Background: an optimization exercise with open tools, aiming at small area. Do not read the settings as production practice. In this exercise RTL edits were held to simulation tests only and were not proved equivalent to the original.

==> inputs of job 2657 <==
Design b8Xb8_s16, start of the top module:
module b8Xb8_s16(
  input clk,
  input rst_n,
  input [7:0] in1_0,
  input [7:0] in1_1,
  input [7:0] in1_2,
  input [7:0] in1_3,
  input [7:0] in1_4,
  input [7:0] in1_5,
  input [7:0] in1_6,
  input [7:0] in1_7,
  input [7:0] in1_8,
  input [7:0] in1_9,
  input [7:0] in1_10,
  input [7:0] in1_11,
  input [7:0] in1_12,
  input [7:0] in1_13,
  input [7:0] in1_14,
  input [7:0] in1_15,
  input [7:0] in2_0,
  input [7:0] in2_1,
  input [7:0] in2_2,
  input [7:0] in2_3,
  input [7:0] in2_4,
  input [7:0] in2_5,
  input [7:0] in2_6,
  input [7:0] in2_7,
  input [7:0] in2_8,
  input [7:0] in2_9,
  input [7:0] in2_10,
  input [7:0] in2_11,
  input [7:0] in2_12,
  input [7:0] in2_13,
  input [7:0] in2_14,
  input [7:0] in2_15,
  output [11:0] out
  );
  wire p_0_0_0;
  wire p_0_0_1;
  wire p_0_0_2;
  wire p_0_0_3;
  wire p_0_0_4;
  wire p_0_0_5;
  wire p_0_0_6;
  wire p_0_0_7;
  wire p_0_1_0;
  wire p_0_1_1;
  wire p_0_1_2;
  wire p_0_1_3;
  wire p_0_1_4;
  wire p_0_1_5;
  wire p_0_1_6;
  wire p_0_1_7;
  wire p_0_2_0;
  wire p_0_2_1;
  wire p_0_2_2;
  wire p_0_2_3;
  wire p_0_2_4;
  wire p_0_2_5;
  wire p_0_2_6;
  wire p_0_2_7;
  wire p_0_3_0;
  wire p_0_3_1;
  wire p_0_3_2;
  wire p_0_3_3;
  wire p_0_3_4;
  wire p_0_3_5;
  wire p_0_3_6;
  wire p_0_3_7;
  wire p_0_4_0;
  wire p_0_4_1;
  wire p_0_4_2;
  wire p_0_4_3;
  wire p_0_4_4;
  wire p_0_4_5;
  wire p_0_4_6;
  wire p_0_4_7;
  wire p_0_5_0;
  wire p_0_5_1;
  wire p_0_5_2;
  wire p_0_5_3;
  wire p_0_5_4;
  wire p_0_5_5;
  wire p_0_5_6;
  wire p_0_5_7;
  wire p_0_6_0;
  wire p_0_6_1;
  wire p_0_6_2;
  wire p_0_6_3;
  wire p_0_6_4;
  wire p_0_6_5;
  wire p_0_6_6;
  wire p_0_6_7;
  wire p_0_7_0;
  wire p_0_7_1;
  wire p_0_7_2;
  wire p_0_7_3;
  wire p_0_7_4;
  wire p_0_7_5;
  wire p_0_7_6;
  wire p_0_7_7;
  wire p_1_0_0;
  wire p_1_0_1;
  wire p_1_0_2;
  wire p_1_0_3;
  wire p_1_0_4;
  wire p_1_0_5;
  wire p_1_0_6;
  wire p_1_0_7;
  wire p_1_1_0;
  ...
Settings: LEC_CHECK=0, CAP_MARGIN=20, CORE_MARGIN=2, CORE_UTILIZATION=40, GPL_TIMING_DRIVEN=0, SLEW_MARGIN=20, SYNTH_HIERARCHICAL=1; clock period 7.5 ns.
run.sh (not shown) runs the stock make flow with config.mk's settings and CLKGATE_MAP_FILE= SYNTH_SCRIPT=/design/flow/synth_recipe.tcl, a recipe that flattens the netlist after the stock synthesis.
==> job 549: changes against job 2657 <==
==> flow/flow/run.sh (new file) <==
#!/bin/bash
# The standard layout (standard.sh), with two CTS/port-buffer choices:
# every port still gets its own buffer, but a plain buf_1 rather than the
# clkdlybuf4s50_1 delay cell, and CTS uses clkbuf_8 with no dummy loads.
set -euo pipefail
export BUFFER_PORTS_ARGS="-buffer_cell sky130_fd_sc_hd__buf_1"
export CTS_ARGS="-sink_clustering_enable -repair_clock_nets -dont_use_dummy_load -buf_list sky130_fd_sc_hd__clkbuf_8"
bash standard.sh finish > standard.log 2>&1
==> flow/standard.sh (new file) <==
#!/bin/bash
# synth_recipe.tcl (not shown) runs the flow's synth.tcl, then flattens the netlist and writes it again
# the make line also repeats each setting of config.mk as NAME=value (left out here)
make -C /OpenROAD-flow-scripts/flow DESIGN_CONFIG=/design/flow/config.mk WORK_HOME=/design/flow/orfs CLKGATE_MAP_FILE= SYNTH_SCRIPT=/design/flow/synth_recipe.tcl "${@:-finish}"
CORE_UTILIZATION = 70   (was 40)
SETUP_SLACK_MARGIN = 0.1   (was unset)
removed: flow/run.sh
==> impl_metrics.env <==
export IMPL_status="timing/DRC/antenna clean"
export IMPL_die_w_um=258
export IMPL_nClkBuffers=6
export IMPL_first_iter_violations=2164
export IMPL_reg2reg_slack_ns=2.41
[end of results for job 2657]
==> impl_metrics.env <==
export IMPL_reg2reg_slack_ns=2.45
export IMPL_first_iter_violations=2691
export IMPL_use_met1_pct=71.6
export IMPL_nClkBuffers=5
export IMPL_die_w_um=196
export IMPL_status="timing/DRC/antenna clean"
export IMPL_antenna_found_initial=2
export IMPL_cp_arrival_ns=7.52
[end of results for job 549]

==> port drivers added, routing unchanged <==
The flow's constraints put no driver on any port. The routed layouts listed below were extracted and timed again, unchanged, in two steps. Step 1 assumes that a clkbuf_16 drives the clock port and a buf_2 every other input. Step 2 times the ports against the registers' clock, not the clock port: input delays grow and output delays shrink by t, the midpoint of the rising clock arrivals with the driver on. Three values: no drivers, after step 1, after step 2; two values: the first two.
run	t, ns	slack for setup (ns)	clock arrival spread, ns	cell pins on the clock port's net
job 2657	0.345	0.094 / 0.113 / -0.232	0.003 / 0.002	1
job 549	0.355	0.170 / 0.179 / -0.176	0.012 / 0.012	1
With both steps, setup timing fails in job 2657 and job 549, where it was met with ideal ports. The setup slack of job 549, which loses most, moves by +0.009 ns with the drivers and by -0.346 ns with both steps.
